This is an optimization exercise on Yosys and OpenROAD, whose aim is a short achievable clock period, not a production implementation. The RTL was checked by simulation tests, not by an equivalence proof against the original design.

==> config.mk <==
export PLATFORM = sky130hd
export DESIGN_NAME = OM_top
export DESIGN_NICKNAME = OM_top
export VERILOG_FILES = /design/flow/design.v
export SDC_FILE = /design/flow/constraint.sdc
export NUM_CORES = 4
export LEC_CHECK = 0
export CAP_MARGIN = 20
export CORE_MARGIN = 2
export CORE_UTILIZATION = 50
export SLEW_MARGIN = 20
==> constraint.sdc <==
create_clock -name core_clock -period 22.0 [get_ports {clk}]
set_input_delay 4.4000 -clock core_clock [delete_from_list [all_inputs] [get_ports {clk}]]
set_output_delay 4.4000 -clock core_clock [all_outputs]
set_load 0.01 [all_outputs]
==> design.v <==
`timescale 1ns / 1ps
module OM_top(x,y,z,clk,nReset,xY,yX);
parameter Stage_all = 19;
parameter N = Stage_all - 3;
parameter WL = 2*N;
parameter WL_out = 2*Stage_all;
	input [WL-1:0] x;
	input [WL-1:2] y;
	output [WL_out-1:0] z;
	input clk;
	input nReset;
	input [(N+1)*(N-3)+8:0] xY;
	input [(N+1)*(N-3)+6:0] yX;
	reg [WL-1:0] x_reg;
	reg [WL-1:2] y_reg;
	reg [WL-1:0] z_reg;
	wire [WL-1:0] temp_z;
	function dec(input [1:0] dg, input b);
		dec = (dg[1] & ~dg[0] & b) | (~dg[1] & dg[0] & ~b);
	endfunction
	wire [2:0] Ws1;
	assign Ws1[0] = (x_reg[1] ^ x_reg[0]) & xY[0];
	assign Ws1[1] = (x_reg[0] & (xY[1] ^ xY[0])) | (x_reg[1] & xY[1]);
	assign Ws1[2] = (~xY[1] & xY[0] & x_reg[0]) | (xY[1] & x_reg[1]);
	wire [4:0] a2, d2, b2, s2;
	wire [5:0] h2;
	genvar i, j;
	generate
		for (i=0;i<5;i=i+1) begin:g2
			assign a2[i] = dec(x_reg[3:2], xY[2+(i<3?i:2)]);
			assign d2[i] = dec(y_reg[3:2], yX[(i<3?i:2)]);
		end
	endgenerate
	assign b2 = {Ws1, 2'b00};
	assign s2[0] = a2[0] ^ d2[0] ^ y_reg[2];
	wire [5:1] c2o;    
	assign c2o[1] = (a2[0] & d2[0]) | (a2[0] & y_reg[2]) | (d2[0] & y_reg[2]);
	assign h2[0] = 1'b0;
	generate
		for (i=1;i<5;i=i+1) begin:g2c
			wire s1 = a2[i] ^ b2[i];
			assign h2[i] = a2[i] & b2[i];
			assign s2[i] = s1 ^ d2[i] ^ h2[i-1];
			assign c2o[i+1] = (s1 & d2[i]) | (s1 & h2[i-1]) | (d2[i] & h2[i-1]);
		end
	endgenerate
	wire [5:0] Ws_s2 = {s2, 1'b0};
	wire [5:0] Wc_s2 = {c2o[4:1], x_reg[2], 1'b0};
	wire [6:0] a3, d3, s3;
	wire [6:0] h3;
	wire [7:1] c3o;
	generate
		for (i=0;i<7;i=i+1) begin:g3
			assign a3[i] = dec(x_reg[5:4], xY[5+(i<4?i:3)]);
			assign d3[i] = dec(y_reg[5:4], yX[3+(i<4?i:3)]);
		end
	endgenerate
	assign s3[0] = a3[0] ^ d3[0] ^ y_reg[4];
	assign c3o[1] = (a3[0] & d3[0]) | (a3[0] & y_reg[4]) | (d3[0] & y_reg[4]);
	assign h3[0] = 1'b0;
	generate
		for (i=1;i<7;i=i+1) begin:g3c
			wire bb = Ws_s2[i-1];
			wire cc = Wc_s2[i-1];
			wire s1 = a3[i] ^ bb ^ cc;
			assign h3[i] = (a3[i] & bb) | (a3[i] & cc) | (bb & cc);
			assign s3[i] = s1 ^ d3[i] ^ h3[i-1];
			assign c3o[i+1] = (s1 & d3[i]) | (s1 & h3[i-1]) | (d3[i] & h3[i-1]);
		end
	endgenerate
	wire [6:0] Ws_s3 = s3;
	wire [6:0] Wc_s3 = {c3o[6:1], x_reg[4]};
	wire [20:1] Ws [0:16];
	wire [20:1] Wc [0:16];
	assign Ws[0] = {Ws_s3, 13'b0};
	assign Wc[0] = {Wc_s3, 13'b0};
	generate
		for (j=0;j<16;j=j+1) begin:row
			wire [2:0] W = Ws[j][20:18] + Wc[j][20:18];
			assign temp_z[2*j+1] = ~W[2] & (W[1] | W[0]);
			assign temp_z[2*j]   = W[2] & (~W[1] | ~W[0]);
			wire p = ((W[2] | W[0]) & ~W[1]) | (W[2] & W[0]);
			if (j < 13) begin:csa
				wire [1:0] xd = x_reg[2*j+7:2*j+6];
				wire [1:0] yd = y_reg[2*j+7:2*j+6];
				wire [17:0] a, d, s;
				wire [17:0] h;
				wire [18:1] co;
				for (i=0;i<18;i=i+1) begin:dd
					assign a[i] = dec(xd, xY[17*j+9+(i<17?i:16)]);
					assign d[i] = dec(yd, yX[17*j+7+(i<17?i:16)]);
				end
				assign s[0] = a[0] ^ d[0] ^ yd[0];
				assign co[1] = (a[0] & d[0]) | (a[0] & yd[0]) | (d[0] & yd[0]);
				assign h[0] = 1'b0;
				for (i=1;i<18;i=i+1) begin:cc
					wire bb = Ws[j][i];
					wire cc = Wc[j][i];
					wire s1 = a[i] ^ bb ^ cc;
					assign h[i] = (a[i] & bb) | (a[i] & cc) | (bb & cc);
					assign s[i] = s1 ^ d[i] ^ h[i-1];
					assign co[i+1] = (s1 & d[i]) | (s1 & h[i-1]) | (d[i] & h[i-1]);
				end
				assign Ws[j+1] = {p, W[0], s};
				assign Wc[j+1] = {2'b00, co[17:1], xd[0]};
			end else begin:lsb
				assign Ws[j+1] = {p, W[0], Ws[j][17:1], 1'b0};
				assign Wc[j+1] = {2'b00, Wc[j][17:1], 1'b0};
			end
		end
	endgenerate
	always @ (posedge clk or negedge nReset)
	begin
		if(!nReset)
			{x_reg,y_reg,z_reg} <= 'b0;
		else begin
			z_reg	<= temp_z;
			x_reg	<= x;
			y_reg	<= y;
		end
	end
	assign z = {z_reg,6'b0};
endmodule
==> flow/run.sh <==
#!/bin/bash
set -euo pipefail
W=$PWD
R=$W/orfs/results/sky130hd/OM_top/base
LIB=$FLOW_HOME/platforms/sky130hd/lib/sky130_fd_sc_hd__tt_025C_1v80.lib
DU=$(cat $W/flow/dont_use.txt)
bash standard.sh ADDER_MAP_FILE= $R/1_2_yosys.v > synth_flow.log 2>&1
cp $R/1_2_yosys.v $W/1_2_yosys_std.v
printf 'set_driving_cell sky130_fd_sc_hd__buf_1\nset_load 5\n' > $W/abc_resynth.constr
cat > $W/resynth.ys <<EOT
read_liberty -ignore_miss_func $LIB
setattr -mod -set keep_hierarchy 1 sky130_fd_sc_hd__df*
read_verilog $W/1_2_yosys_std.v
hierarchy -top OM_top
flatten
opt_clean -purge
delete A:keep_hierarchy
read_liberty -lib -nooverwrite $LIB
abc -script $W/flow/abc_delay.script -liberty $LIB $DU -constr $W/abc_resynth.constr -D 10 OM_top
opt_clean -purge
hilomap -singleton -hicell sky130_fd_sc_hd__conb_1 HI -locell sky130_fd_sc_hd__conb_1 LO OM_top
splitnets OM_top
insbuf -buf sky130_fd_sc_hd__buf_4 A X OM_top
opt_clean -purge
check -assert OM_top
stat -liberty $LIB OM_top
select OM_top
write_verilog -noattr -nohex -nodec -selected $W/1_2_yosys_resynth.v
EOT
yosys -l $W/resynth.log -s $W/resynth.ys > /dev/null 2>&1
cp $W/1_2_yosys_resynth.v $R/1_2_yosys.v
bash standard.sh ADDER_MAP_FILE= SETUP_SLACK_MARGIN=12 finish > standard_flow.log 2>&1
==> flow/abc_delay.script <==
strash
dch -f
map -D 10
strash
dch -f
map -D 10
strash
dch -f
map -D 10
topo
buffer -c
upsize -c
dnsize -c
==> flow/dont_use.txt <==
-dont_use sky130_fd_sc_hd__probe_p_8 -dont_use sky130_fd_sc_hd__probec_p_8 -dont_use sky130_fd_sc_hd__lpflow_bleeder_1 -dont_use sky130_fd_sc_hd__lpflow_clkbufkapwr_1 -dont_use sky130_fd_sc_hd__lpflow_clkbufkapwr_16 -dont_use sky130_fd_sc_hd__lpflow_clkbufkapwr_2 -dont_use sky130_fd_sc_hd__lpflow_clkbufkapwr_4 -dont_use sky130_fd_sc_hd__lpflow_clkbufkapwr_8 -dont_use sky130_fd_sc_hd__lpflow_clkinvkapwr_1 -dont_use sky130_fd_sc_hd__lpflow_clkinvkapwr_16 -dont_use sky130_fd_sc_hd__lpflow_clkinvkapwr_2 -dont_use sky130_fd_sc_hd__lpflow_clkinvkapwr_4 -dont_use sky130_fd_sc_hd__lpflow_clkinvkapwr_8 -dont_use sky130_fd_sc_hd__lpflow_decapkapwr_12 -dont_use sky130_fd_sc_hd__lpflow_decapkapwr_3 -dont_use sky130_fd_sc_hd__lpflow_decapkapwr_4 -dont_use sky130_fd_sc_hd__lpflow_decapkapwr_6 -dont_use sky130_fd_sc_hd__lpflow_decapkapwr_8 -dont_use sky130_fd_sc_hd__lpflow_inputiso0n_1 -dont_use sky130_fd_sc_hd__lpflow_inputiso0p_1 -dont_use sky130_fd_sc_hd__lpflow_inputiso1n_1 -dont_use sky130_fd_sc_hd__lpflow_inputiso1p_1 -dont_use sky130_fd_sc_hd__lpflow_inputisolatch_1 -dont_use sky130_fd_sc_hd__lpflow_isobufsrc_1 -dont_use sky130_fd_sc_hd__lpflow_isobufsrc_16 -dont_use sky130_fd_sc_hd__lpflow_isobufsrc_2 -dont_use sky130_fd_sc_hd__lpflow_isobufsrc_4 -dont_use sky130_fd_sc_hd__lpflow_isobufsrc_8 -dont_use sky130_fd_sc_hd__lpflow_isobufsrckapwr_16 -dont_use sky130_fd_sc_hd__lpflow_lsbuf_lh_hl_isowell_tap_1 -dont_use sky130_fd_sc_hd__lpflow_lsbuf_lh_hl_isowell_tap_2 -dont_use sky130_fd_sc_hd__lpflow_lsbuf_lh_hl_isowell_tap_4 -dont_use sky130_fd_sc_hd__lpflow_lsbuf_lh_isowell_4 -dont_use sky130_fd_sc_hd__lpflow_lsbuf_lh_isowell_tap_1 -dont_use sky130_fd_sc_hd__lpflow_lsbuf_lh_isowell_tap_2 -dont_use sky130_fd_sc_hd__lpflow_lsbuf_lh_isowell_tap_4 -dont_use sky130_fd_sc_hd__fill_1 -dont_use sky130_fd_sc_hd__fill_2 -dont_use sky130_fd_sc_hd__fill_4 -dont_use sky130_fd_sc_hd__fill_8 
==> standard.sh <==
#!/bin/bash
# synth_recipe.tcl (not shown) runs the flow's synth.tcl, then flattens the netlist and writes it again
# the make line also repeats each setting of config.mk as NAME=value (left out here)
make -C /OpenROAD-flow-scripts/flow DESIGN_CONFIG=/design/flow/config.mk WORK_HOME=/design/flow/orfs CLKGATE_MAP_FILE= SYNTH_SCRIPT=/design/flow/synth_recipe.tcl "${@:-finish}"
==> summary.md, run 1 <==
| Metric | Value |
|---|---|
| Site Rows | `88` |
| Number of pins with negative max-slew slack in the final report | `0` |
| Number of buffers inserted by hold repair at cts | `0` |
| Post-DR vias/cell | `6.437` |
| Core ar. | `57370 µm²` |
| Gate count of the mapped netlist | `5372` |
| Iteration count of the initial detailed-routing pass | `12` |
| Global-route total usage across every layer | `35.28%` |
| Signal arrival time at the worst endpoint | `11.86 ns` |
| Via count | `44084` |
| Number of maximum-capacitance constraint violations | `0` |
| Run status | `no timing/DRC/antenna violations` |
| GRT overflow | `0` |
| Critical Path Max Stage Delay | `1.03 ns` |
| Total Wirelength | `127.4 mm` |
| Wire per inst | `18.59 µm` |
| Pin slew with the least headroom to its limit | `1.299 ns` |
| Root Driver | `clkbuf_16` |
| H-tree depth reported by CTS | `3` |
| Maximum clock insertion buffer count | `2` |
| Number of warnings reported in the yosys synthesis log | `1` |
| Maximum number of pins on one net before global-route repair | `55` |
| Count of endpoints failing setup in the final report | `0` |
| Final WS setup | `10.49 ns` |
| Clock tree from TritonCTS | `built` |
| Number of cells in the finished layout apart from fillers | `6849` |
| Most frequent cells in the layout | `nand2_1, nand3_1, clkdlybuf4s50_1` |
| Cell area after synthesis | `28890 µm²` |
| HPWL after detailed placement | `90.06 mm` |
| Number of DRC violations after detailed routing | `0` |
| Overall die width | `244.4 µm` |
| Y dimension of the die | `244.4 µm` |
| Fill cell count | `4812` |
| Area overhead of the layout relative to synthesis | `43.62%` |
| Antenna violations before repair | `34` |
| Slew margin rel. | `12.47%` |
| Post-route fraction of the period consumed by the critical path | `52.33%` |
| Accumulated negative setup slack | `0 ns` |
| Port Buffers | `478` |
| Routability congestion estimate from global placement | `0.9495` |
| Type of element launching the critical path | `input pin` |
| Antenna Violating Nets Remaining | `0` |
| Number of sinks handled by clock tree synthesis | `94` |
| Kind of end point of the critical path | `flip-flop` |
| Number of hold violations in the final report | `0` |
| Area enclosed by the die boundary | `59720 µm²` |
| Synthesized area divided by synthesized cell count | `5.378 µm²` |
| Slack of the worst reg-to-reg path | `13.24 ns` |
| First-pass GRT wire length | `176.0 mm` |
| Clock buffer count from CTS | `9` |
| Highest clock frequency the design can meet | `86.86 MHz` |
| Final net count | `6582` |
| Most frequent cell on the critical path | `nand4_1` |
| Starting Density | `50.37%` |
| Worst Path Max Fanout | `7` |
| Most common cell after layout, fill and taps aside | `nand2_1` |
| Worst setup slack after placement | `10.43 ns` |
| WS Path Type | `in2reg` |
| Min-delay worst type | `reg2reg` |
| Highest-delay cell along the critical path | `o21ai_0` |
| Layout Skew | `0.02586 ns` |
| Required time reported for the critical path endpoint | `22.35 ns` |
| Fraction of layout instances using a drive strength above 1 | `18.68%` |
| Worst-path clk slew | `0.09 ns` |
| Initial DRC Count | `4748` |
| Count of boundary I/O pins | `560` |
| Number of global-route vias before repair | `36530` |
| Clock latency of the later-clocked register in the worst-skew pair | `0.42 ns` |
| Post-layout min period | `11.51 ns` |
| Unrepaired setup endpoints after global routing | `yes` |
| Number of cells in the design after placement | `6584` |
## final cells by class
type / count / area, µm² / area share (%)
repair buffers: 725 / 6746 / 16.26
diodes: 19 / 47.55 / 0.1146
inverters: 436 / 1639 / 3.950
multi-input cells: 4794 / 29440 / 70.95
well taps: 765 / 957.2 / 2.307
clock inverters: 7 / 87.58 / 0.2111
clock buffers: 9 / 225.2 / 0.5428
flip-flops and latches: 94 / 2352 / 5.669
## metal layers
metal | global-route usage, % | vias up | wire, µm
met4 | 11.84 | 32 | 7390
li1 | - | 20996 | -
met3 | 6.091 | 691 | 13590
met2 | 60.84 | 2246 | 57210
met5 | 0 | - | 204
met1 | 44.26 | 20119 | 48960
## worst max-delay path, delay by kind of cell
kind | cells | cell delay (ns)
compound gates | 6 | 1.88
buf+inv | 6 | 1.50
simple gates | 26 | 4.08
## per-stage QoR
stage	hold WS, ns	instance area [µm²]	util (%)
4_1_cts	1.212	36530	63.68
5_1_grt	1.321	41470	72.30
6_report	1.202	41490	72.33
2_1_floorplan	0.9750	28910	-
3_5_place_dp	1.201	34500	60.14
3_3_place_gp	1.176	34490	60.12
## path summary, 6_finish.rpt
kind	endpoint	startpoint	depth (start not counted)
min in group asynchronous	y_reg[7]	nReset	1
hold / removal	z_reg[1]	x_reg[2]	7
setup / recovery	z_reg[28]	yX[47]	38
hold reg to reg	z_reg[1]	x_reg[2]	7
max in group asynchronous	y_reg[24]	nReset	2
setup reg to reg	z_reg[28]	y_reg[7]	42
## what timing repair did
| action | 4_1_cts | 5_1_grt |
|---|---|---|
| setup endpoints to repair | 14 | 18 |
| cloned | 0 | 1 |
| pin swaps | 120 | 337 |
| buffers inserted | 60 | 169 |
| gates resized for setup | 267 | 742 |
| endpoints found under the hold margin | 0 | 0 |
==> run 2, diff against run 1 <==
--- a/config.mk
+++ b/config.mk
@@ -7,5 +7,6 @@
 export LEC_CHECK = 0
 export CAP_MARGIN = 20
 export CORE_MARGIN = 2
-export CORE_UTILIZATION = 50
+export CORE_UTILIZATION = 40
+export GPL_ROUTABILITY_DRIVEN = 0
 export SLEW_MARGIN = 20
==> run 2 against run 1 <==
  * Still clean on timing, DRC and antenna
  * Via count down 4.2%
  * Flip-flop and latch count unchanged
  * Count of clock-buffer cells in the layout unchanged
  * Utilization down 15 points
  * Sequential share of layout area about the same
  * Critical path type unchanged
  * Highest routed layer unchanged
==> summary.md, run 2 <==
| Metric | Value |
|---|---|
| Cell area after synthesis | `28890 µm² (unchanged)` |
| Critical register-to-register path startpoint | `y_reg[7]` |
| Post-route fraction of the period consumed by the critical path | `49.54% (-2.8 points)` |
| Total Wirelength | `122.5 mm (-3.8%)` |
| WS Path Type | `in2reg` |
| Worst-path clk slew | `0.09 ns (about the same)` |
| Run status | `no timing/DRC/antenna violations` |
| Root Driver | `clkbuf_16` |
| Core ar. | `71490 µm² (+25%)` |
| Number of maximum-capacitance constraint violations | `0 (unchanged)` |
| R2r worst-path depth | `41 (-2.4%)` |
| Kind of end point of the critical path | `flip-flop` |
| Number of pins with negative max-slew slack in the final report | `0 (unchanged)` |
| Number of hold violations in the final report | `0 (unchanged)` |
| Final net count | `6611 (+0.44%)` |
| Port Buffers | `478 (unchanged)` |
| Number of warnings reported in the yosys synthesis log | `1 (unchanged)` |
| Maximum number of pins on one net before global-route repair | `58 (+5.5%)` |
| First-pass GRT wire length | `188.3 mm (+7.0%)` |
| Endpoint of the most critical register-to-register path | `z_reg[30]` |
| Maximum clock insertion buffer count | `2 (unchanged)` |
| Clock latency of the later-clocked register in the worst-skew pair | `0.42 ns (about the same)` |
| Fraction of layout instances using a drive strength above 1 | `18.21% (-0.47 points)` |
| Slack of the worst reg-to-reg path | `13.62 ns (+0.38 ns)` |
| Hold slack final | `1.188 ns (-0.01347 ns)` |
| Y dimension of the die | `272.8 µm (+12%)` |
| Accumulated negative setup slack | `0 ns (unchanged)` |
| Antenna violations before repair | `46 (+35%)` |
| Overall die width | `272.8 µm (+12%)` |
| Worst Path Max Fanout | `5 (-2)` |
| Clock buffer count from CTS | `9 (unchanged)` |
| Pin slew with the least headroom to its limit | `1.223 ns (-0.07647 ns)` |
| Slew margin rel. | `18.31% (+5.8 points)` |
| Number of DRC violations after detailed routing | `0 (unchanged)` |
| HPWL after detailed placement | `95.12 mm (+5.6%)` |
| Count of endpoints failing setup in the final report | `0 (unchanged)` |
| Highest clock frequency the design can meet | `91.75 MHz (+5.6%)` |
| Signal arrival time at the worst endpoint | `11.25 ns (-0.61 ns)` |
| Type of element launching the critical path | `input pin` |
| Global-route total usage across every layer | `30.49% (-4.8 points)` |
| Area overhead of the layout relative to synthesis | `42.61%` |
| Count of boundary I/O pins | `560 (unchanged)` |
| Critical Path Max Stage Delay | `0.33 ns (-0.70 ns)` |
| Most frequent cells in the layout | `nand2_1, nand3_1, clkdlybuf4s50_1` |
| Post-DR vias/cell | `5.968 (-7.3%)` |
| Initial DRC Count | `3298 (-31%)` |
| Most common cell after layout, fill and taps aside | `nand2_1` |
| Layout Cell Area excl Fill | `41200 µm² (-0.70%)` |
| Required time reported for the critical path endpoint | `22.35 ns (about the same)` |
| Number of sinks handled by clock tree synthesis | `94 (unchanged)` |
| Placement-stage cell area | `34720 µm² (+0.64%)` |
| Wire per inst | `17.31 µm (-6.9%)` |
| Via count | `42229 (-4.2%)` |
| Synthesized area divided by synthesized cell count | `5.378 µm² (unchanged)` |
| Clock tree from TritonCTS | `built` |
| Min-delay worst type | `reg2reg` |
| Iteration count of the initial detailed-routing pass | `6 (-6)` |
| Worst setup path start | `xY[28]` |
| Unrepaired setup endpoints after global routing | `yes` |
| Gate count of the mapped netlist | `5372 (unchanged)` |
| Post-layout min period | `10.90 ns (-0.6137 ns)` |
| GRT overflow | `0 (unchanged)` |
| Most frequent cell on the critical path | `nand4_1` |
| Layout Skew | `0.02418 ns (-0.001677 ns)` |
| Starting Density | `40.42% (-9.9 points)` |
| H-tree depth reported by CTS | `3 (unchanged)` |
| Number of global-route vias before repair | `38150 (+4.4%)` |
| Site Rows | `98 (+11%)` |
| Fill cell count | `7036 (+46%)` |
| Area enclosed by the die boundary | `74400 µm² (+25%)` |
| Capture point of the critical path | `z_reg[30]` |
| Highest-delay cell along the critical path | `a32oi_4` |
| Antenna Violating Nets Remaining | `0 (unchanged)` |
## run 2: worst min path at each step
stage,from,endpoint,slack (ns),cells after the start
floorplan,x_reg[21],z_reg[17],0.97,7
global placement,y_reg[28],z_reg[24],1.15,6
detailed placement,y_reg[28],z_reg[24],1.13,6
CTS,y_reg[30],z_reg[31],1.20,8
global route,y_reg[30],z_reg[31],1.34,8
finish,x_reg[2],z_reg[3],1.19,6
## run 2: final cells by class
type                       instances  area, µm²  share of cell area (%)
clock buffer                       9      225.2                  0.5466
multi-input combinational       4796      28800                   69.90
clock inverter                     7      71.32                  0.1731
timing repair buffer             752       6847                   16.62
tap                              950       1189                   2.885
inverter                         436       1639                   3.978
antenna                           32      80.08                  0.1943
sequential                        94       2352                   5.709
## run 2: critical path: cells and delay by family
| kind | cells | cell delay (ns) |
|---|---|---|
| AND/OR/NAND/NOR | 24 | 3.88 |
| buffers and inverters | 7 | 1.30 |
| AO/OA/AOI/OAI | 10 | 1.64 |
## run 2: layer usage
layer	routed length [µm]	track usage [%]	vias up
met4	3579	9.586	32
li1	-	-	21073
met1	51540	37.45	19530
met3	9281	6.335	242
met5	200	0	-
met2	57860	53.01	1352
## run 2: per-stage QoR
| step | setup WS (ns) | cells | util, % |
|---|---|---|---|
| floorplan | 12.29 | 5377 | - |
| global route | 10.55 | 7067 | 57.61 |
| global placement | 10.47 | 6767 | 48.56 |
| CTS | 11.57 | 6947 | 54.29 |
| detailed placement | 10.40 | 6768 | 48.57 |
| finish | 11.10 | 7076 | 57.64 |
## run 2: repair_timing
action,CTS,global route
hold buffers,0,0
hold endpoints to repair,0,0
resized for setup,573,335
setup endpoints to repair,16,16
setup buffers,161,96
cloned,2,1
pin swaps,267,245
==> run 3, diff against run 2 <==
--- a/flow/run.sh
+++ b/flow/run.sh
@@ -29,4 +29,4 @@
 EOT
 yosys -l $W/resynth.log -s $W/resynth.ys > /dev/null 2>&1
 cp $W/1_2_yosys_resynth.v $R/1_2_yosys.v
-bash standard.sh ADDER_MAP_FILE= SETUP_SLACK_MARGIN=12 finish > standard_flow.log 2>&1
+bash standard.sh ADDER_MAP_FILE= SETUP_SLACK_MARGIN=12 SETUP_MOVE_SEQUENCE=unbuffer,sizeup,swap,clone finish > standard_flow.log 2>&1
--- a/config.mk
+++ b/config.mk
@@ -8,5 +8,4 @@
 export CAP_MARGIN = 20
 export CORE_MARGIN = 2
 export CORE_UTILIZATION = 40
-export GPL_ROUTABILITY_DRIVEN = 0
 export SLEW_MARGIN = 20
==> run 3 against run 2 <==
  * Still clean on timing, DRC and antenna
  * Fmax decreased by 0.69%
  * Register-to-register slack got worse by 0.04 ns
  * First-iteration DRC count decreased by 10%
  * Critical endpoint is now z_reg[28]
  * Highest routed layer unchanged
==> summary.md, run 3 <==
| Metric | Value |
|---|---|
| Run status | `no timing/DRC/antenna violations` |
| Gate count of the mapped netlist | `5372 (unchanged)` |
| Fill cell count | `7323 (+4.1%)` |
| Number of hold violations in the final report | `0 (unchanged)` |
| H-tree depth reported by CTS | `3 (unchanged)` |
| Synthesized area divided by synthesized cell count | `5.378 µm² (unchanged)` |
| Number of pins with negative max-slew slack in the final report | `0 (unchanged)` |
| Slew margin rel. | `18.80% (+0.49 points)` |
| Most frequent cell on the critical path | `nand4_1` |
| Layout Cell Area excl Fill | `38130 µm² (-7.5%)` |
| Via count | `40619 (-3.8%)` |
| Type of element launching the critical path | `input pin` |
| Number of global-route vias before repair | `36535 (-4.2%)` |
| Iteration count of the initial detailed-routing pass | `8 (+2)` |
| Required time reported for the critical path endpoint | `22.31 ns (-0.04 ns)` |
| Area used by sequential logic in the layout | `2352 µm² (unchanged)` |
| Post-route fraction of the period consumed by the critical path | `49.89% (+0.35 points)` |
| First-pass GRT wire length | `179.4 mm (-4.7%)` |
| Kind of end point of the critical path | `flip-flop` |
| Most frequent cells in the layout | `nand2_1, nand3_1, clkdlybuf4s50_1` |
| Total Wirelength | `116.5 mm (-4.9%)` |
| Maximum number of pins on one net before global-route repair | `60 (+3.4%)` |
| Maximum clock insertion buffer count | `2 (unchanged)` |
| Area occupied by multi-input gates | `27680 µm² (-3.9%)` |
| Post-layout min period | `10.98 ns (+0.07590 ns)` |
| Site Rows | `98 (unchanged)` |
| Final net count | `6353 (-3.9%)` |
| Antenna violations before repair | `48 (+4.3%)` |
| HPWL after detailed placement | `95.34 mm (+0.23%)` |
| Starting Density | `40.42% (unchanged)` |
| Fraction of layout instances using a drive strength above 1 | `11.41% (-6.8 points)` |
| Count of endpoints failing setup in the final report | `0 (unchanged)` |
| WS Path Type | `in2reg` |
| Min-delay worst type | `reg2reg` |
| Routability congestion estimate from global placement | `0.9273` |
| Accumulated negative setup slack | `0 ns (unchanged)` |
| Number of cells in the finished layout apart from fillers | `6819 (-3.6%)` |
| Clock buffer count from CTS | `9 (unchanged)` |
| Worst Path Max Fanout | `7 (+2)` |
| Area overhead of the layout relative to synthesis | `31.98%` |
| GRT overflow | `0 (unchanged)` |
| Count of boundary I/O pins | `560 (unchanged)` |
| Signal arrival time at the worst endpoint | `11.28 ns (+0.03 ns)` |
| Clock tree from TritonCTS | `built` |
| Number of DRC violations after detailed routing | `0 (unchanged)` |
| Layout Skew | `0.02522 ns (+0.001033 ns)` |
| Pin slew with the least headroom to its limit | `1.215 ns (-0.007389 ns)` |
| Y dimension of the die | `272.8 µm (unchanged)` |
| Post-DR vias/cell | `5.957 (-0.19%)` |
| Antenna Violating Nets Remaining | `0 (unchanged)` |
| Initial DRC Count | `2968 (-10%)` |
| Critical Path Max Stage Delay | `0.66 ns (+0.33 ns)` |
| Post-CTS setup buffers | `0 (-100%)` |
| Core ar. | `71490 µm² (unchanged)` |
| Number of maximum-capacitance constraint violations | `0 (unchanged)` |
| Root Driver | `clkbuf_16` |
| Core Util, Final | `53.34% (-4.3 points)` |
| Number of warnings reported in the yosys synthesis log | `1 (unchanged)` |
| Highest-delay cell along the critical path | `o21ai_0` |
| Overall die width | `272.8 µm (unchanged)` |
| Clock latency of the later-clocked register in the worst-skew pair | `0.42 ns (about the same)` |
| Number of sinks handled by clock tree synthesis | `94 (unchanged)` |
| Wire per inst | `17.08 µm (-1.3%)` |
| Global-route total usage across every layer | `29.29% (-1.2 points)` |
| Cell area after synthesis | `28890 µm² (unchanged)` |
| Unrepaired setup endpoints after global routing | `yes` |
| Placement-stage cell area | `34710 µm² (about the same)` |
| Area enclosed by the die boundary | `74400 µm² (unchanged)` |
| Most common cell after layout, fill and taps aside | `nand2_1` |
| Worst-path clk slew | `0.09 ns (about the same)` |
| Highest clock frequency the design can meet | `91.11 MHz (-0.69%)` |
| Number of cells in the design after placement | `6767 (-0.015%)` |
| Port Buffers | `478 (unchanged)` |
==> run 3: metal layers <==
metal / share of wire [%] / up-vias / track usage [%]
li1: - / 20575 / -
met1: 43 / 18681 / 36.15
met2: 47 / 1158 / 50.39
met3: 7.3 / 171 / 5.861
met4: 2.6 / 34 / 10.27
met5: 0.18 / - / 0
==> run 3: final timing paths <==
| check | startpoint | end | slack (ns) | cells past startpoint |
|---|---|---|---|---|
| max in group asynchronous | nReset | y_reg[4] | 16.65 | 2 |
| max | xY[48] | z_reg[28] | 11.02 | 34 |
| min in group asynchronous | nReset | x_reg[7] | 3.98 | 1 |
| min reg2reg | y_reg[28] | z_reg[24] | 1.17 | 6 |
| max reg2reg | y_reg[7] | z_reg[28] | 13.58 | 37 |
| min | y_reg[28] | z_reg[24] | 1.17 | 6 |
==> run 3: stage by stage <==
stage / hold slack, ns / worst slack [ns]
2_1_floorplan: 0.9750 / 12.29
3_3_place_gp: 1.142 / 10.47
3_5_place_dp: 1.120 / 10.33
4_1_cts: 1.129 / 11.38
5_1_grt: 1.283 / 10.58
6_report: 1.166 / 11.02
==> run 3: what timing repair did <==
| action | CTS | global route |
|---|---|---|
| resized for setup | 371 | 314 |
| pin swaps | 181 | 215 |
| setup endpoints to repair | 14 | 18 |
| gates cloned | 2 | 1 |
| hold buffers | 0 | 0 |
==> run 3: layout make-up <==
class                      count  area share (%)
multi-input combinational   4796           72.58
timing repair buffer         494           12.84
sequential                    94           6.169
inverter                     436           4.298
tap                          950           3.117
clock buffer                   9          0.5906
antenna                       33          0.2166
clock inverter                 7          0.1870
==> run 3: critical path, delay by kind of cell <==
kind	cells	cell delay [ns]
AO/OA/AOI/OAI	9	2.36
AND/OR/NAND/NOR	24	4.04
buffers and inverters	1	0.45
==> run 4, diff against run 3 <==
--- a/flow/run.sh
+++ b/flow/run.sh
@@ -29,4 +29,4 @@
 EOT
 yosys -l $W/resynth.log -s $W/resynth.ys > /dev/null 2>&1
 cp $W/1_2_yosys_resynth.v $R/1_2_yosys.v
-bash standard.sh ADDER_MAP_FILE= SETUP_SLACK_MARGIN=12 SETUP_MOVE_SEQUENCE=unbuffer,sizeup,swap,clone finish > standard_flow.log 2>&1
+bash standard.sh ADDER_MAP_FILE= SETUP_SLACK_MARGIN=15 finish > standard_flow.log 2>&1
==> run 4 against run 3 <==
  * Hold slack improved by 0.064 ns
  * Die area stayed put
  * Synthesized cell count is the same
  * Sequential share of layout area decreased by 0.98 points
  * Global-route usage up 2.5 points
  * Critical path depth rose by 7
  * Still clean on timing, DRC and antenna
==> summary.md, run 4 <==
| Metric | Value |
|---|---|
| Run status | `no timing/DRC/antenna violations` |
| First-pass GRT wire length | `194.9 mm (+8.7%)` |
| Site Rows | `98 (unchanged)` |
| Kind of end point of the critical path | `flip-flop` |
| Clock buffer count from CTS | `9 (unchanged)` |
| Layout Cell Area excl Fill | `45340 µm² (+19%)` |
| Accumulated negative setup slack | `0 ns (unchanged)` |
| Critical Path Max Stage Delay | `0.37 ns (-0.29 ns)` |
| R2r worst-path depth | `45 (+22%)` |
| Overall die width | `272.8 µm (unchanged)` |
| Via count | `43413 (+6.9%)` |
| Fraction of layout instances using a drive strength above 1 | `27.96% (+17 points)` |
| Clock tree from TritonCTS | `built` |
| Family of cells with the greatest summed delay on the critical path | `simple AND/OR/NAND/NOR gates` |
| Starting Density | `40.42% (unchanged)` |
| Unrepaired setup endpoints after global routing | `yes` |
| Synthesized area divided by synthesized cell count | `5.378 µm² (unchanged)` |
| Total Wirelength | `129.4 mm (+11%)` |
| Area enclosed by the die boundary | `74400 µm² (unchanged)` |
| Slack of the worst reg-to-reg path | `13.58 ns (about the same)` |
| Endpoint of the most critical register-to-register path | `z_reg[28]` |
| Layer with the highest usage after global routing | `met2` |
| Highest clock frequency the design can meet | `90.57 MHz (-0.60%)` |
| HPWL after detailed placement | `97.08 mm (+1.8%)` |
| WS Path Type | `in2reg` |
| Root Driver | `clkbuf_16` |
| GRT overflow | `0 (unchanged)` |
| Layout Skew | `0.02532 ns (+0.0001000 ns)` |
| Number of global-route vias before repair | `39441 (+8.0%)` |
| Post-route fraction of the period consumed by the critical path | `50.19% (+0.30 points)` |
| Antenna violations before repair | `49 (+2.1%)` |
| Routability congestion estimate from global placement | `0.9210 (-0.68%)` |
| Placement-stage cell area | `35910 µm² (+3.5%)` |
| Signal arrival time at the worst endpoint | `11.39 ns (+0.11 ns)` |
| Instance count on the critical path | `41 (+21%)` |
| Port Buffers | `478 (unchanged)` |
| Count of endpoints failing setup in the final report | `0 (unchanged)` |
| Final net count | `6765 (+6.5%)` |
| GR met1 Demand/Resource | `37.63% (+1.5 points)` |
| Cell area after synthesis | `28890 µm² (unchanged)` |
| Worst Path Max Fanout | `5 (-2)` |
| Antenna Violating Nets Remaining | `0 (unchanged)` |
| Maximum clock insertion buffer count | `2 (unchanged)` |
| Most frequent cells in the layout | `nand2_1, nand3_1, nand4_1` |
| Iteration count of the initial detailed-routing pass | `7 (-1)` |
| Critical register-to-register path startpoint | `y_reg[7]` |
| Worst setup path start | `xY[9]` |
| Global-route total usage across every layer | `31.81% (+2.5 points)` |
| Slew margin rel. | `19.21% (+0.41 points)` |
| Capture point of the critical path | `z_reg[28]` |
| Required time reported for the critical path endpoint | `22.35 ns (+0.04 ns)` |
| Type of element launching the critical path | `input pin` |
| Pin slew with the least headroom to its limit | `1.209 ns (-0.006134 ns)` |
| Buffer and inverter count on the worst path | `6 (+5)` |
| Number of DRC violations after detailed routing | `0 (unchanged)` |
| Most frequent cell on the critical path | `nand4_1` |
| H-tree depth reported by CTS | `3 (unchanged)` |
| Post-DR vias/cell | `6.007 (+0.84%)` |
| Area overhead of the layout relative to synthesis | `56.94%` |
| Gate count of the mapped netlist | `5372 (unchanged)` |
| Initial DRC Count | `3027 (+2.0%)` |
| Met3 capacity usage during global routing | `7.082% (+1.2 points)` |
| Y dimension of the die | `272.8 µm (unchanged)` |
| Post-layout min period | `11.04 ns (+0.06570 ns)` |
| Number of pins with negative max-slew slack in the final report | `0 (unchanged)` |
| Clock latency of the later-clocked register in the worst-skew pair | `0.43 ns (about the same)` |
| Most common cell after layout, fill and taps aside | `nand2_1` |
| Number of warnings reported in the yosys synthesis log | `1 (unchanged)` |
| Count of boundary I/O pins | `560 (unchanged)` |
| Met2 routing resource usage after global routing | `55.88% (+5.5 points)` |
| Highest-delay cell along the critical path | `o211ai_1` |
| Number of maximum-capacitance constraint violations | `0 (unchanged)` |
| Number of sinks handled by clock tree synthesis | `94 (unchanged)` |
| Worst-path clk slew | `0.08 ns (about the same)` |
| Maximum number of pins on one net before global-route repair | `59 (-1.7%)` |
| Number of hold violations in the final report | `0 (unchanged)` |
| Min-delay worst type | `reg2reg` |
| Core ar. | `71490 µm² (unchanged)` |
| Wire per inst | `17.90 µm (+4.8%)` |
[run 4: per-stage QoR]
stage | std cells | setup slack [ns] | hold slack (ns) | utilization, %
after floorplan | 5377 | 12.38 | 0.9671 | -
after global placement | 6768 | 10.50 | 1.169 | 50.24
after detailed placement | 6768 | 10.34 | 1.188 | 50.24
after CTS | 7093 | 11.37 | 1.241 | 60.02
after global routing | 7219 | 10.51 | 1.313 | 63.40
final | 7227 | 10.96 | 1.230 | 63.43
[run 4: how the worst min path moves through the flow]
stage          slack [ns]   endpoint      start  cells after the start
5_1_grt              1.31  z_reg[28]  y_reg[31]                      8
6_report             1.23  z_reg[28]  y_reg[31]                      8
4_1_cts              1.24  z_reg[31]  y_reg[30]                      8
2_1_floorplan        0.97  z_reg[17]  x_reg[21]                      7
3_3_place_gp         1.17   z_reg[3]   x_reg[2]                      6
3_5_place_dp         1.19   z_reg[3]   x_reg[2]                      6
[run 4: area by class of cell]
cell class / count / area [µm²]
clock buffers: 9 / 225.2
well taps: 950 / 1189
inverters: 436 / 1647
repair buffers: 908 / 8117
clock inverters: 7 / 63.81
multi-input cells: 4794 / 31680
fillers: 6558 / 26140
flip-flops and latches: 94 / 2352
diodes: 29 / 72.57
[run 4: repair_timing]
action / in CTS / in global routing
hold buffers: 0 / 0
cloned: 1 / 0
setup buffers: 308 / 105
pin swaps: 458 / 297
resized for setup: 1089 / 344
endpoints found under the hold margin: 0 / 0
setup endpoints to repair: 30 / 29
[run 4: worst min-delay path, stage by stage, from the launching register on]
cell     delay (ns)
dfrtp_1        0.33
inv_1          0.05
nand2_1        0.08
o21ai_0        0.13
nand3_1        0.11
nand2_1        0.10
o21ai_2        0.14
nor2_4         0.07
o21a_1         0.19
[run 4: layer usage]
metal	up-vias	routed length, µm
li1	21403	-
met1	20143	52590
met2	1486	61490
met3	337	10040
met4	44	4960
met5	-	282
==> run 5, diff against run 4 <==
--- a/flow/run.sh
+++ b/flow/run.sh
@@ -29,4 +29,6 @@
 EOT
 yosys -l $W/resynth.log -s $W/resynth.ys > /dev/null 2>&1
 cp $W/1_2_yosys_resynth.v $R/1_2_yosys.v
-bash standard.sh ADDER_MAP_FILE= SETUP_SLACK_MARGIN=15 finish > standard_flow.log 2>&1
+# The layout also leaves out the platform's delay cells (dlygate, dlymetal, clkdlybuf),
+# which the resizer otherwise sometimes picks as the port buffer on the critical input path.
+bash standard.sh ADDER_MAP_FILE= SETUP_SLACK_MARGIN=12 "DONT_USE_CELLS=$(cat $W/flow/layout_dont_use.txt)" finish > standard_flow.log 2>&1
==> flow/layout_dont_use.txt (new file) <==
sky130_fd_sc_hd__probe_p_8 sky130_fd_sc_hd__probec_p_8 sky130_fd_sc_hd__lpflow_bleeder_1 sky130_fd_sc_hd__lpflow_clkbufkapwr_1 sky130_fd_sc_hd__lpflow_clkbufkapwr_16 sky130_fd_sc_hd__lpflow_clkbufkapwr_2 sky130_fd_sc_hd__lpflow_clkbufkapwr_4 sky130_fd_sc_hd__lpflow_clkbufkapwr_8 sky130_fd_sc_hd__lpflow_clkinvkapwr_1 sky130_fd_sc_hd__lpflow_clkinvkapwr_16 sky130_fd_sc_hd__lpflow_clkinvkapwr_2 sky130_fd_sc_hd__lpflow_clkinvkapwr_4 sky130_fd_sc_hd__lpflow_clkinvkapwr_8 sky130_fd_sc_hd__lpflow_decapkapwr_12 sky130_fd_sc_hd__lpflow_decapkapwr_3 sky130_fd_sc_hd__lpflow_decapkapwr_4 sky130_fd_sc_hd__lpflow_decapkapwr_6 sky130_fd_sc_hd__lpflow_decapkapwr_8 sky130_fd_sc_hd__lpflow_inputiso0n_1 sky130_fd_sc_hd__lpflow_inputiso0p_1 sky130_fd_sc_hd__lpflow_inputiso1n_1 sky130_fd_sc_hd__lpflow_inputiso1p_1 sky130_fd_sc_hd__lpflow_inputisolatch_1 sky130_fd_sc_hd__lpflow_isobufsrc_1 sky130_fd_sc_hd__lpflow_isobufsrc_16 sky130_fd_sc_hd__lpflow_isobufsrc_2 sky130_fd_sc_hd__lpflow_isobufsrc_4 sky130_fd_sc_hd__lpflow_isobufsrc_8 sky130_fd_sc_hd__lpflow_isobufsrckapwr_16 sky130_fd_sc_hd__lpflow_lsbuf_lh_hl_isowell_tap_1 sky130_fd_sc_hd__lpflow_lsbuf_lh_hl_isowell_tap_2 sky130_fd_sc_hd__lpflow_lsbuf_lh_hl_isowell_tap_4 sky130_fd_sc_hd__lpflow_lsbuf_lh_isowell_4 sky130_fd_sc_hd__lpflow_lsbuf_lh_isowell_tap_1 sky130_fd_sc_hd__lpflow_lsbuf_lh_isowell_tap_2 sky130_fd_sc_hd__lpflow_lsbuf_lh_isowell_tap_4 sky130_fd_sc_hd__fill_1 sky130_fd_sc_hd__fill_2 sky130_fd_sc_hd__fill_4 sky130_fd_sc_hd__fill_8 sky130_fd_sc_hd__clkdlybuf4s15_1 sky130_fd_sc_hd__clkdlybuf4s15_2 sky130_fd_sc_hd__clkdlybuf4s18_1 sky130_fd_sc_hd__clkdlybuf4s18_2 sky130_fd_sc_hd__clkdlybuf4s25_1 sky130_fd_sc_hd__clkdlybuf4s25_2 sky130_fd_sc_hd__clkdlybuf4s50_1 sky130_fd_sc_hd__clkdlybuf4s50_2 sky130_fd_sc_hd__dlygate4sd1_1 sky130_fd_sc_hd__dlygate4sd2_1 sky130_fd_sc_hd__dlygate4sd3_1 sky130_fd_sc_hd__dlymetal6s2s_1 sky130_fd_sc_hd__dlymetal6s4s_1 sky130_fd_sc_hd__dlymetal6s6s_1 
==> run 5 against run 4 <==
  * Sequential share of layout area up 1.4 points
  * First-iteration DRC count increased by 13%
  * Cell area shrank 21%
  * Fmax up 0.90%
  * Flip-flop and latch count did not move
  * Hold slack got worse by 0.045 ns
  * Synthesized cell count is the same
  * Critical endpoint unchanged
==> summary.md, run 5 <==
| Metric | Value |
|---|---|
| Number of DRC violations after detailed routing | `0 (unchanged)` |
| Synthesized area divided by synthesized cell count | `5.378 µm² (unchanged)` |
| Cell area after synthesis | `28890 µm² (unchanged)` |
| Type of element launching the critical path | `input pin` |
| Worst Path Max Fanout | `6 (+1)` |
| Layout Skew | `0.02595 ns (+0.0006335 ns)` |
| Number of global-route vias before repair | `36462 (-7.6%)` |
| Accumulated negative setup slack | `0 ns (unchanged)` |
| Highest-delay cell along the critical path | `a32oi_4` |
| Clock buffer count from CTS | `9 (unchanged)` |
| Count of endpoints failing setup in the final report | `0 (unchanged)` |
| Post-DR vias/cell | `5.909 (-1.6%)` |
| Port Buffers | `478 (unchanged)` |
| Area enclosed by the die boundary | `74400 µm² (unchanged)` |
| Iteration count of the initial detailed-routing pass | `6 (-1)` |
| H-tree depth reported by CTS | `3 (unchanged)` |
| R2r worst-path depth | `38 (-16%)` |
| Clock latency of the later-clocked register in the worst-skew pair | `0.42 ns (about the same)` |
| Number of warnings reported in the yosys synthesis log | `1 (unchanged)` |
| Wire per inst | `16.28 µm (-9.1%)` |
| Worst-path clk slew | `0.07 ns (about the same)` |
| Start point of the worst min-delay path | `x_reg[2]` |
| WS Path Type | `in2reg` |
| Core ar. | `71490 µm² (unchanged)` |
| Endpoint of the most critical register-to-register path | `z_reg[28]` |
| Post-layout min period | `10.94 ns (-0.09860 ns)` |
| Number of cells in the finished layout apart from fillers | `7028 (-2.8%)` |
| Number of cells in the design after placement | `6769 (+0.015%)` |
| Clock tree from TritonCTS | `built` |
| Layout Cell Area excl Fill | `35910 µm² (-21%)` |
| Run status | `no timing/DRC/antenna violations` |
| Starting Density | `40.42% (unchanged)` |
| Placement-stage cell area | `31680 µm² (-12%)` |
| Number of maximum-capacitance constraint violations | `0 (unchanged)` |
| Antenna Violating Nets Remaining | `0 (unchanged)` |
| Via count | `41525 (-4.3%)` |
| Critical register-to-register path startpoint | `y_reg[7]` |
| Gate count of the mapped netlist | `5372 (unchanged)` |
| Final net count | `6560 (-3.0%)` |
| Number of pins with negative max-slew slack in the final report | `0 (unchanged)` |
| Number of hold violations in the final report | `0 (unchanged)` |
| Maximum number of pins on one net before global-route repair | `36 (-39%)` |
| Hold path cells | `6 (-2)` |
| Total Wirelength | `114.4 mm (-12%)` |
| Overall die width | `272.8 µm (unchanged)` |
| First-pass GRT wire length | `176.0 mm (-9.7%)` |
| Site Rows | `98 (unchanged)` |
| Area overhead of the layout relative to synthesis | `24.29%` |
| Slew margin rel. | `23.08% (+3.9 points)` |
| Final WS setup | `11.06 ns (+0.09860 ns)` |
| Slack of the worst reg-to-reg path | `13.61 ns (+0.03 ns)` |
| Routability congestion estimate from global placement | `0.9348 (+1.5%)` |
| Post-route fraction of the period consumed by the critical path | `49.74% (-0.45 points)` |
| Fill cell count | `7601 (+16%)` |
| Y dimension of the die | `272.8 µm (unchanged)` |
| HPWL after detailed placement | `90.98 mm (-6.3%)` |
| Fraction of layout instances using a drive strength above 1 | `12.31% (-16 points)` |
| Min-delay worst type | `reg2reg` |
| Root Driver | `clkbuf_16` |
| Signal arrival time at the worst endpoint | `11.24 ns (-0.15 ns)` |
| Most frequent cells in the layout | `nand2_1, nand3_1, buf_1` |
| Unrepaired setup endpoints after global routing | `yes` |
| Number of sinks handled by clock tree synthesis | `94 (unchanged)` |
| Highest clock frequency the design can meet | `91.39 MHz (+0.90%)` |
| Count of boundary I/O pins | `560 (unchanged)` |
| Kind of end point of the critical path | `flip-flop` |
| Required time reported for the critical path endpoint | `22.29 ns (-0.06 ns)` |
| Worst setup slack after placement | `10.76 ns (+0.4152 ns)` |
| Most common cell after layout, fill and taps aside | `nand2_1` |
| Initial DRC Count | `3413 (+13%)` |
| Antenna violations before repair | `64 (+31%)` |
| Critical Path Max Stage Delay | `0.36 ns (about the same)` |
| Maximum clock insertion buffer count | `2 (unchanged)` |
| Global-route total usage across every layer | `28.46% (-3.3 points)` |
| Worst Hold Path EP | `z_reg[3]` |
| Pin slew with the least headroom to its limit | `1.152 ns (-0.05774 ns)` |
| Most frequent cell on the critical path | `nand4_1` |
| GRT overflow | `0 (unchanged)` |
-- run 5: cell count changes in the layout (fill, tap and decap cells not counted), moves of 43 or more --
cell,previous run,this run
buf_1,0,585
buf_2,11,89
buf_4,387,10
clkdlybuf4s50_1,420,0
nand2_1,1137,1312
nand2_2,201,68
nand3_1,886,1104
nand3_2,425,297
nand3_4,123,33
nor2_1,251,296
o21ai_0,263,331
o21ai_2,48,5
-- run 5: layout make-up --
type	count	area, µm²	share of cell area (%)
clock inverters	4	120.1	0.3345
diodes	36	90.09	0.2509
flip-flops and latches	94	2352	6.550
repair buffers	703	2895	8.062
inverters	436	1639	4.564
well taps	950	1189	3.310
clock buffers	11	232.7	0.6481
multi-input cells	4794	27390	76.28
-- run 5: what timing repair did --
item,in CTS,in global routing
gates cloned,1,0
pin swaps,127,159
setup endpoints to repair,14,16
buffers inserted,116,91
hold buffers,0,0
resized for setup,246,324
-- run 5: worst max-delay path by stage --
| stage | from | endpoint | slack [ns] | depth (start not counted) |
|---|---|---|---|---|
| final | yX[7] | z_reg[28] | 11.06 | 40 |
| after global routing | yX[7] | z_reg[28] | 10.64 | 42 |
| after CTS | yX[7] | z_reg[28] | 11.65 | 44 |
| after detailed placement | yX[24] | z_reg[28] | 10.76 | 36 |
| after global placement | yX[24] | z_reg[28] | 10.82 | 35 |
| after floorplan | yX[7] | z_reg[28] | 12.29 | 38 |
-- run 5: worst max-delay path, delay by kind of cell --
kind,cells,cell delay (ns)
buffers and inverters,5,0.74
AOI/OAI and AO/OA,8,1.93
and+or+nand+nor,27,4.14
-- run 5: through the flow --
step | utilization (%) | hold slack, ns
floorplan | - | 0.9750
global placement | 44.32 | 1.133
detailed placement | 44.32 | 1.184
CTS | 47.32 | 1.185
finish | 50.23 | 1.186
global route | 50.19 | 1.277
-- run 5: routing by layer --
layer	vias up	share of wire, %	global-route usage [%]
li1	20994	-	-
met1	19005	41	33.64
met2	1234	47	49.58
met5	-	0.36	0
met4	62	3.3	10.37
met3	230	8.4	7.082

## separate check: timing with driven ports
In the flow no input, the clock included, has a driving cell. The finished layouts below were timed again as built, in two steps.
Step 1 assumes that a clkbuf_16 drives the clock port and a buf_2 every other input.
Step 2 adds t to the input delays and takes it off the output delays; t is the mean of the earliest and latest rising clock arrival at the registers after step 1. Input paths then give back, and output paths get back, about the clock's delay inside the block.
Slacks: ideal / step 1 / step 2; pairs: ideal / step 1.
| run | t, ns | setup slack, ns | clock arrival spread, ns | cell pins on the clock port's net |
|---|---|---|---|---|
| run 1 | 0.474 | 10.487 / 10.529 / 10.055 | 0.027 / 0.028 | 1 |
| run 2 | 0.478 | 11.100 / 11.118 / 10.640 | 0.024 / 0.024 | 1 |
| run 3 | 0.479 | 11.025 / 11.062 / 10.584 | 0.025 / 0.025 | 1 |
| run 4 | 0.482 | 10.959 / 10.966 / 10.484 | 0.026 / 0.026 | 1 |
| run 5 | 0.474 | 11.057 / 11.106 / 10.632 | 0.026 / 0.026 | 1 |
After both steps setup and hold are still met in every run listed. For run 4, which loses most, drivers alone change the setup slack by +0.007 ns; drivers and shift together by -0.475 ns.
